Context: an optimization exercise on an open-source flow, tuned for small area. The choices shown serve that exercise and are no tape-out recipe. Function was checked by simulation only, so behaviour that the tests miss may differ from the original. No driver is modelled on the clock port, so clocking that relies on it looks cheaper here than on a real chip.

==> flow/design.v, too long to show whole: its modules and the start of the top module <==
// module FIR_FILTER: 1197 lines
// module fir_fa: 6 lines
// module fir_ha: 6 lines
module FIR_FILTER (clk, rst, data_valid, data, fir_valid, fir_d);
  // ...
==> flow/flow/run.sh <==
#!/bin/bash
# The standard layout, run stage by stage:
# - floorplan: pre-CTS setup repair only for paths worse than -3 ns (the clock skew
#   added after CTS gives the adder paths into the output register more time)
# - CTS: no dummy loads, sink clusters of up to 10 flops on clkbuf_4, then
#   flow/skew.tcl delays the output register's clock and repairs timing
# - port buffers: buf_1
set -euo pipefail
here=$(pwd)
export CTS_ARGS="-sink_clustering_enable -repair_clock_nets -buf_list sky130_fd_sc_hd__clkbuf_4 -sink_clustering_size 10 -sink_clustering_max_diameter 60 -dont_use_dummy_load"
export BUFFER_PORTS_ARGS="-buffer_cell sky130_fd_sc_hd__buf_1"
export SKEW_CELLS="dlygate4sd3_1 dlygate4sd3_1 dlygate4sd3_1 dlygate4sd3_1 clkbuf_8"
SETUP_SLACK_MARGIN=-3 bash standard.sh floorplan > floorplan.log 2>&1
bash standard.sh place > place.log 2>&1
SKIP_CTS_REPAIR_TIMING=1 POST_CTS_TCL=$here/flow/skew.tcl bash standard.sh cts > cts.log 2>&1
bash standard.sh > finish.log 2>&1
==> flow/flow/skew.tcl <==
# Post-CTS hook: delay the clock of the output register r (its D inputs end the
# long adder paths; its Q outputs only feed the output ports through a short
# incrementer). Useful skew on the register-to-register paths into r.
set block [ord::get_db_block]
set db [ord::get_db]
set rinsts {}
foreach inst [$block getInsts] {
  if {[regexp {^r\\?\[\d+\\?\]\$_DFF_P_$} [$inst getName]]} { lappend rinsts $inst }
}
puts "skew: [llength $rinsts] output-register flops"
if {[llength $rinsts] != 16} { error "skew: expected 16 output-register flops" }
set srcnet [[[lindex $rinsts 0] findITerm CLK] getNet]
set sx 0; set sy 0
foreach r $rinsts { set loc [$r getLocation]; set sx [expr {$sx + [lindex $loc 0]}]; set sy [expr {$sy + [lindex $loc 1]}] }
set cx [expr {int($sx / [llength $rinsts])}]
set cy [expr {int($sy / [llength $rinsts])}]
set prev $srcnet
set i 0
foreach c $::env(SKEW_CELLS) {
  set m [$db findMaster sky130_fd_sc_hd__$c]
  set inst [odb::dbInst_create $block $m "skew_dly_$i"]
  set net [odb::dbNet_create $block "skew_net_$i"]
  $net setSigType CLOCK
  [$inst findITerm A] connect $prev
  [$inst findITerm X] connect $net
  $inst setLocation $cx $cy
  $inst setPlacementStatus PLACED
  set prev $net
  incr i
}
foreach r $rinsts {
  set it [$r findITerm CLK]
  $it disconnect
  $it connect $prev
}
global_connect
detailed_placement
estimate_parasitics -placement
report_clock_skew
repair_timing_helper
detailed_placement
check_placement -verbose
estimate_parasitics -placement
report_checks -path_delay max -format end
report_checks -path_delay min -format end
==> flow/standard.sh <==
#!/bin/bash
# synth_recipe.tcl (not shown) runs the flow's synth.tcl, then flattens the netlist and writes it again
# the make line also repeats each setting of config.mk as NAME=value (left out here)
make -C /OpenROAD-flow-scripts/flow DESIGN_CONFIG=/design/flow/config.mk WORK_HOME=/design/flow/orfs CLKGATE_MAP_FILE= SYNTH_SCRIPT=/design/flow/synth_recipe.tcl "${@:-finish}"
==> flow/config.mk <==
export PLATFORM = sky130hd
export DESIGN_NAME = FIR_FILTER
export DESIGN_NICKNAME = FIR_FILTER
export VERILOG_FILES = /design/flow/design.v
export SDC_FILE = /design/flow/constraint.sdc
export NUM_CORES = 4
export LEC_CHECK = 0
export CAP_MARGIN = 20
export CORE_MARGIN = 2
export CORE_UTILIZATION = 60
export GPL_TIMING_DRIVEN = 0
export SLEW_MARGIN = 20
export SYNTH_HIERARCHICAL = 1
==> flow/constraint.sdc <==
create_clock -name core_clock -period 15.0 [get_ports {clk}]
set_input_delay 3.0000 -clock core_clock [delete_from_list [all_inputs] [get_ports {clk}]]
set_output_delay 3.0000 -clock core_clock [all_outputs]
set_load 0.01 [all_outputs]
==> out/metrics.yaml, run 1 <==
logic_synthesis:
  yosysTopAreaCell: "fa_1"
  ys_types: 36
  yosys_warnings: 7
  synth_cells: 1841
  synthesis.nets: 2963
  ys_ff_latch: 534
  synthSimpleGateAreaFrac_pct: 0.872
  synth_mux_area_share_pct: 0.128
final_layout:
  num-multi-input-gates: 1186
  seq_cell_count: 534
  multi_input_area_mm2: 0.0222
  area_delta_synth_final_pct: 7.65
  fillers: 3975
global_route:
  grt_max_degree: 20
floorplan:
  start_util_pct: 60.5
route:
  wl_met2_um: 38200
worst_setup_path:
  reg2regPathDepth: 39
  cpMostUsedCell: "fa_1"
outcome:
  run_status: "timing/DRC/antenna clean"
timing:
  finalHoldViolations: 0
placed_design:
  post-dp-hpwl_um: 78900
clocking:
  clk_latency_ns: 3.13
==> run 2, diff against run 1 <==
--- a/flow/flow/run.sh
+++ b/flow/flow/run.sh
@@ -10,5 +10,5 @@
 export CTS_ARGS="-sink_clustering_enable -repair_clock_nets -buf_list sky130_fd_sc_hd__clkbuf_4 -sink_clustering_size 10 -sink_clustering_max_diameter 60 -dont_use_dummy_load"
 export BUFFER_PORTS_ARGS="-buffer_cell sky130_fd_sc_hd__buf_1"
-export SKEW_CELLS="dlygate4sd3_1 dlygate4sd3_1 dlygate4sd3_1 dlygate4sd3_1 clkbuf_8"
+export SKEW_CELLS="dlygate4sd3_1 dlygate4sd3_1 dlygate4sd3_1 clkbuf_8"
 SETUP_SLACK_MARGIN=-3 bash standard.sh floorplan > floorplan.log 2>&1
 bash standard.sh place > place.log 2>&1
==> run 2 against run 1 <==
Still clean on timing, DRC and antenna. Die area unchanged. Register-to-register slack worse by 0.06 ns. Sequential share of layout area up 0.74 points. Synthesized area unchanged. Cell count down 3.0%. Fmax down 0.40%. Synthesized cell count unchanged. Setup slack worse by 0.058 ns. First-iteration DRC count up 0.57%. Largest cell class unchanged. Highest routed layer unchanged.
==> out/metrics.yaml, run 2 <==
worst_setup_path:
  cp.arrival_ns: 17.27
  reg2reg_slack_ns: 0.23
  crit_end: "r[15]"
  cpMaxStageDelayCell: "fa_2"
  worstReg2RegStart: "x6[0]"
  cpMostUsedCell: "fa_1"
  worstReg2RegEnd: "r[15]"
  crit_path_max_fanout: 4
  critPathLaunchType: "register"
  cp-end-kind: "register"
  critPathKind: "reg2reg"
  cp.required_ns: 17.50
  critical_path.max_stage_delay_ns: 0.64
  startpoint: "x6[0]"
  reg2regPathDepth: 36  # -7.7%
final_layout:
  fin_area_mm2: 0.0350
  drive_above_1_share_pct: 4.05
  nets: 3075
  final_cell_mix: "fa_1, dfxtp_1, inv_1"
  finalNonFillerCells: 2701
  area_delta_synth_final_pct: 5.07
  final_common_cell: "fa_1"
timing:
  rsz0062_at_grt: "no"
  worst_pin_slew_ns: 0.768
  skew_ns: 1.85
  fmax_ghz: 0.0677
  max-slew-margin-rel_pct: 47.4
  layout_min_cycle_time_ns: 14.77
  finalHoldViolations: 0  # unchanged
  setup_tns_ns: 0
  setup_viol_count_final: 0
  timing.final.crit_share_pct: 98.5
  drv_slew: 0
global_route:
  grt_first_pass_wirelength_um: 124000
  grt_pass1_vias: 18329
  grt-ovfl-total: 0
  antenna_found_initial: 2
  grtUsageTotal_pct: 32.4
  grt_max_degree: 20  # unchanged
route:
  via_count: 15125
  final_antenna_net_count: 0
  drt-pass1-iter-count: 5
  first_iter_violations: 1240
  totalWireLength_um: 85900
  drt-wirelength-per-cell_um: 31.8
  viasPerCell: 5.60
  drc: 0
floorplan:
  core_area_mm2: 0.0550
  rows: 86
  die_w_um: 240
  start_util_pct: 60.5  # unchanged
  fp.dieH_um: 240
  ios: 36
  die-area_mm2: 0.0574
logic_synthesis:
  synth_cells: 1841  # unchanged
  synthesis.nets: 2963  # unchanged
  ys_types: 36  # unchanged
  synth.most_common_cell: "fa_1"
  yosys-top-cells-count: "fa_1, dfxtp_1, inv_1"
  synth_enable_flop_cells: 0
  yosysTopAreaCell: "fa_1"
  ys_dominant_reg_cell: "dfxtp_1"
  synth_area_per_cell_um2: 18.1
  ys_seq_area_share_pct: 32.2
  synth_top_area_share_pct: 61.6
  syn_area_mm2: 0.0333
  ys_top_cells_by_area: "fa_1, dfxtp_1, ha_1, inv_1, dfrtp_1"
  async_reset_ff_share_pct: 1.12
  ys_ff_latch: 534  # unchanged
  yosys_warnings: 7  # unchanged
clocking:
  path_clk_slew_ns: 0.10
  cts_tree: "built"
  clk_latency_ns: 2.60  # -0.53 ns
  cts_sinks: 534
placed_design:
  placed_area_mm2: 0.0343
  post-dp-hpwl_um: 78900  # unchanged
  gp_routability_congestion: 0.968
  io_buffers: 35
  dp_cells: 2624
outcome:
  run_status: "timing/DRC/antenna clean"
worst_hold_path:
  hp-class: "reg2reg"
flow_run:
  maxCapViolations: 0
run 2: modules after synthesis, one instance, submodules excluded:
module      area, um2  copies in the design
FIR_FILTER      11900                     1
fir_fa           20.0                  1024
fir_ha           12.5                    71
run 2: per-layer routing:
metal  vias up  track usage (%)  part of all wire (%)
li1       5799                -                     -
met1      8578             48.9                    43
met2       651             46.3                    44
met3        97             11.6                    11
met4         0             6.46                   1.8
met5         -                0                     0
run 2: critical path: cells and delay by family, from the launching register on:
kind	cells	cell delay (ns)
flops	1	0.33
fa+ha+maj	34	15.28
mux	1	0.31
buf+inv	1	0.55
run 2: kinds of logic after synthesis:
family	Yosys count	synth area share, %
compound gates	12	0.297
xor+xnor	19	0.500
fa+ha+maj	1105	64.6
buf+inv	121	1.36
flops	534	32.2
mux	4	0.128
simple gates	46	0.872
run 2: how the worst min path moves through the flow:
stage | from | endpoint | slack, ns | cells past startpoint
after floorplan | x1[0] | x0[0] | 0.33 | 0
after global placement | x6[0] | x5[0] | 0.34 | 0
after detailed placement | x11[0] | x10[0] | 0.34 | 0
after global routing | x5[2] | r[0] | 0.13 | 7
final | x3[0] | r[0] | 0.03 | 8
run 2: metrics by stage:
stage	setup slack [ns]	hold slack [ns]	util [%]
6_report	0.228	0.0276	63.6
5_1_grt	0.0101	0.126	63.6
3_5_place_dp	-1.13	0.344	62.5
3_3_place_gp	-1.10	0.336	62.5
2_1_floorplan	0.261	0.334	-
run 2: final cells by class, clock buffers not listed:
| type | instances | area, um2 |
|---|---|---|
| inverters | 121 | 454 |
| repair buffers | 45 | 231 |
| flip-flops and latches | 534 | 10700 |
| fillers | 4023 | 20000 |
| multi-input cells | 1186 | 22100 |
| well taps | 748 | 936 |
| diodes | 2 | 5.00 |
| plain buffers | 4 | 43.8 |
==> run 3, diff against run 2 <==
--- a/flow/flow/run.sh
+++ b/flow/flow/run.sh
@@ -8,5 +8,5 @@
 set -euo pipefail
 here=$(pwd)
-export CTS_ARGS="-sink_clustering_enable -repair_clock_nets -buf_list sky130_fd_sc_hd__clkbuf_4 -sink_clustering_size 10 -sink_clustering_max_diameter 60 -dont_use_dummy_load"
+export CTS_ARGS="-sink_clustering_enable -repair_clock_nets -buf_list sky130_fd_sc_hd__clkbuf_4 -sink_clustering_size 12 -sink_clustering_max_diameter 40 -dont_use_dummy_load"
 export BUFFER_PORTS_ARGS="-buffer_cell sky130_fd_sc_hd__buf_1"
 export SKEW_CELLS="dlygate4sd3_1 dlygate4sd3_1 dlygate4sd3_1 clkbuf_8"
==> run 3 against run 2 <==
Still clean. Clock skew decreased by 0.048 ns. Cell area about the same. Global-route usage increased by 0.27 points. Sequential share of layout area about the same. Fmax increased by 2.5%. Hold slack improved by 0.0045 ns. Synthesized cell count unchanged. Die area unchanged. Utilization about the same. Routed wire length increased by 0.34%.
==> out/metrics.yaml, run 3 <==
clocking:
  clk_latency_ns: 2.54  # -0.06 ns
  cts_sinks: 534  # unchanged
  path_clk_slew_ns: 0.10  # about the same
  cts_tree: "built"
logic_synthesis:
  ys_seq_area_share_pct: 32.2  # unchanged
  synth_enable_flop_cells: 0  # unchanged
  synth_xor_area_share_pct: 0.500  # unchanged
  synth_area_per_cell_um2: 18.1  # unchanged
  yosys-top-cells-count: "fa_1, dfxtp_1, inv_1"
  ys_dominant_reg_cell: "dfxtp_1"
  synthSimpleGateAreaFrac_pct: 0.872  # unchanged
  syn_area_mm2: 0.0333  # unchanged
  synth_adder_area_share_pct: 64.6  # unchanged
  synth_cells: 1841  # unchanged
  synth_mux_area_share_pct: 0.128  # unchanged
  ys_top_cells_by_area: "fa_1, dfxtp_1, ha_1, inv_1, dfrtp_1"
  synth_top_area_share_pct: 61.6  # unchanged
  async_reset_ff_share_pct: 1.12  # unchanged
  synth.most_common_cell: "fa_1"
  ys_ff_latch: 534  # unchanged
  synthesis.nets: 2963  # unchanged
  synth_compound_area_share_pct: 0.297  # unchanged
  synth_top_family_by_area: "adder cells"
  yosysTopAreaCell: "fa_1"
  yosys_warnings: 7  # unchanged
  ys_types: 36  # unchanged
route:
  drt-pass1-iter-count: 7  # +2
  via_count: 15184  # +0.39%
  drc: 0  # unchanged
  totalWireLength_um: 86200  # +0.34%
  drt-wirelength-per-cell_um: 31.9  # +0.30%
  viasPerCell: 5.62  # +0.35%
  first_iter_violations: 1283  # +3.5%
  final_antenna_net_count: 0  # unchanged
global_route:
  grt_max_degree: 17  # -15%
  grt_first_pass_wirelength_um: 125000  # +0.33%
  antenna_found_initial: 2  # unchanged
  grt_pass1_vias: 18337  # +0.044%
  grt-ovfl-total: 0  # unchanged
  grtUsageTotal_pct: 32.7  # +0.27 points
placed_design:
  gp_routability_congestion: 0.968  # unchanged
  io_buffers: 35  # unchanged
  post-dp-hpwl_um: 78900  # unchanged
  placed_area_mm2: 0.0343  # unchanged
flow_run:
  maxCapViolations: 0  # unchanged
final_layout:
  nets: 3077  # +0.065%
  final_util_pct: 63.6  # about the same
  final_cell_mix: "fa_1, dfxtp_1, inv_1"
  fillers: 4032  # +0.22%
  area_delta_synth_final_pct: 5.01  # about the same
  fin_area_mm2: 0.0350  # about the same
  drive_above_1_share_pct: 4.25  # +0.20 points
  final_common_cell: "fa_1"
worst_setup_path:
  cpMostUsedCell: "fa_1"
  critPathKind: "reg2reg"
  cp.arrival_ns: 16.86  # -0.41 ns
  worstReg2RegStart: "x25[0]"
  critical_path.max_stage_delay_ns: 0.69  # +0.05 ns
  reg2reg_slack_ns: 0.58  # +0.36 ns
  crit_path_max_fanout: 4  # unchanged
  cpMaxStageDelayCell: "fa_1"
  cp-end-kind: "register"
  reg2regPathDepth: 35  # -2.8%
  critPathLaunchType: "register"
  worstReg2RegEnd: "r[13]"
  cp.required_ns: 17.44  # -0.06 ns
worst_hold_path:
  hp-class: "reg2reg"
  min-delay-start: "x5[2]"
  worst_hold_path.endpoint: "r[0]"
  whs_path_depth: 7  # -1
timing:
  layout_min_cycle_time_ns: 14.42  # -0.356 ns
  skew_ns: 1.81  # -0.0477 ns
  drv_slew: 0  # unchanged
  max-slew-margin-rel_pct: 47.4  # unchanged
  finalHoldViolations: 0  # unchanged
  setup_viol_count_final: 0  # unchanged
  worst_pin_slew_ns: 0.768  # unchanged
  fmax_ghz: 0.0694  # +2.5%
  timing.final.crit_share_pct: 96.1  # -2.4 points
  rsz0062_at_grt: "no"
floorplan:
  die-area_mm2: 0.0574  # unchanged
  start_util_pct: 60.5  # unchanged
  fp.dieH_um: 240  # unchanged
  core_area_mm2: 0.0550  # unchanged
  ios: 36  # unchanged
  die_w_um: 240  # unchanged
  rows: 86  # unchanged
outcome:
  run_status: "timing/DRC/antenna clean"
## run 3: worst max-delay path, delay by kind of cell (launching register included)
| kind | cells | cell delay, ns |
|---|---|---|
| adder cells (fa/ha/maj) | 34 | 15.48 |
| flip-flops | 1 | 0.32 |
| multiplexers | 1 | 0.31 |
## run 3: how the worst max path moves through the flow
stage          startpoint     to  slack [ns]  cells after the start
2_1_floorplan      x23[0]  r[13]        0.26                     38
3_3_place_gp       x25[0]  r[13]       -1.10                     35
3_5_place_dp       x25[0]  r[13]       -1.13                     35
5_1_grt            x25[0]  r[13]        0.36                     35
6_report           x25[0]  r[13]        0.58                     35
## run 3: cells by family after synthesis
logic type                 count (synthesis)
DFF                                      534
adders and majority gates               1105
AOI/OAI and AO/OA                         12
buffers and inverters                    121
xor gates and xnor gates                  19
muxes                                      4
and+or+nand+nor                           46
## run 3: routing by layer
metal / wire [um] / vias to the layer above / global-route usage [%]
met3: 9080 / 104 / 12.1
li1: - / 5799 / -
met4: 1680 / 4 / 7.50
met5: 81 / - / 0.952
met2: 37600 / 655 / 46.4
met1: 37700 / 8622 / 48.8
## run 3: final cells by class, clock buffers not listed
cell class | count | area (um2) | share of cell area, %
buffer | 4 | 43.8 | 0.125
inverter | 121 | 454 | 1.30
sequential | 534 | 10700 | 30.7
timing repair buffer | 38 | 161 | 0.462
tap | 748 | 936 | 2.68
multi-input combinational | 1186 | 22100 | 63.3
antenna | 1 | 2.50 | 0.00716
## run 3: per-stage QoR
| step | std cells | setup slack, ns | hold WS [ns] | TNS [ns] |
|---|---|---|---|---|
| floorplan | 1841 | 0.261 | 0.334 | 0 |
| global route | 2702 | 0.365 | 0.118 | 0 |
| detailed placement | 2624 | -1.13 | 0.344 | -5.30 |
| global placement | 2624 | -1.10 | 0.336 | -5.18 |
| finish | 2702 | 0.585 | 0.0321 | 0 |
## run 3: Yosys stat by module (local to each module, per instance)
module      cells  cell area (um2)  times used
fir_fa          1             20.0        1024
fir_ha          1             12.5          71
FIR_FILTER    746            11900           1

==> re-timing with driven ports <==
The flow's constraints put no driver on any port. The routed layouts listed below were extracted and timed again, unchanged, in two steps.
Step 1, drivers: a clkbuf_16 drives clk and a buf_2 each remaining input, both assumed.
Step 2, shift: input delay + t, output delay - t, t = (earliest + latest rising clock arrival at the registers) / 2. This alone moves slack from input paths to output paths.
Three values: no drivers, after step 1, after step 2; two values: the first two.
| run | t (ns) | setup slack, ns | clock arrival spread, ns |
|---|---|---|---|
| run 1 | 1.998 | 0.287 / 0.287 / 0.287 | 2.378 / 2.378 |
| run 2 | 1.726 | 0.228 / 0.228 / 0.228 | 1.854 / 1.855 |
| run 3 | 1.701 | 0.585 / 0.585 / 0.585 | 1.807 / 1.807 |
In every run listed the clock reaches the registers at very different times; t lies between them, and the last value is a rough guide only.
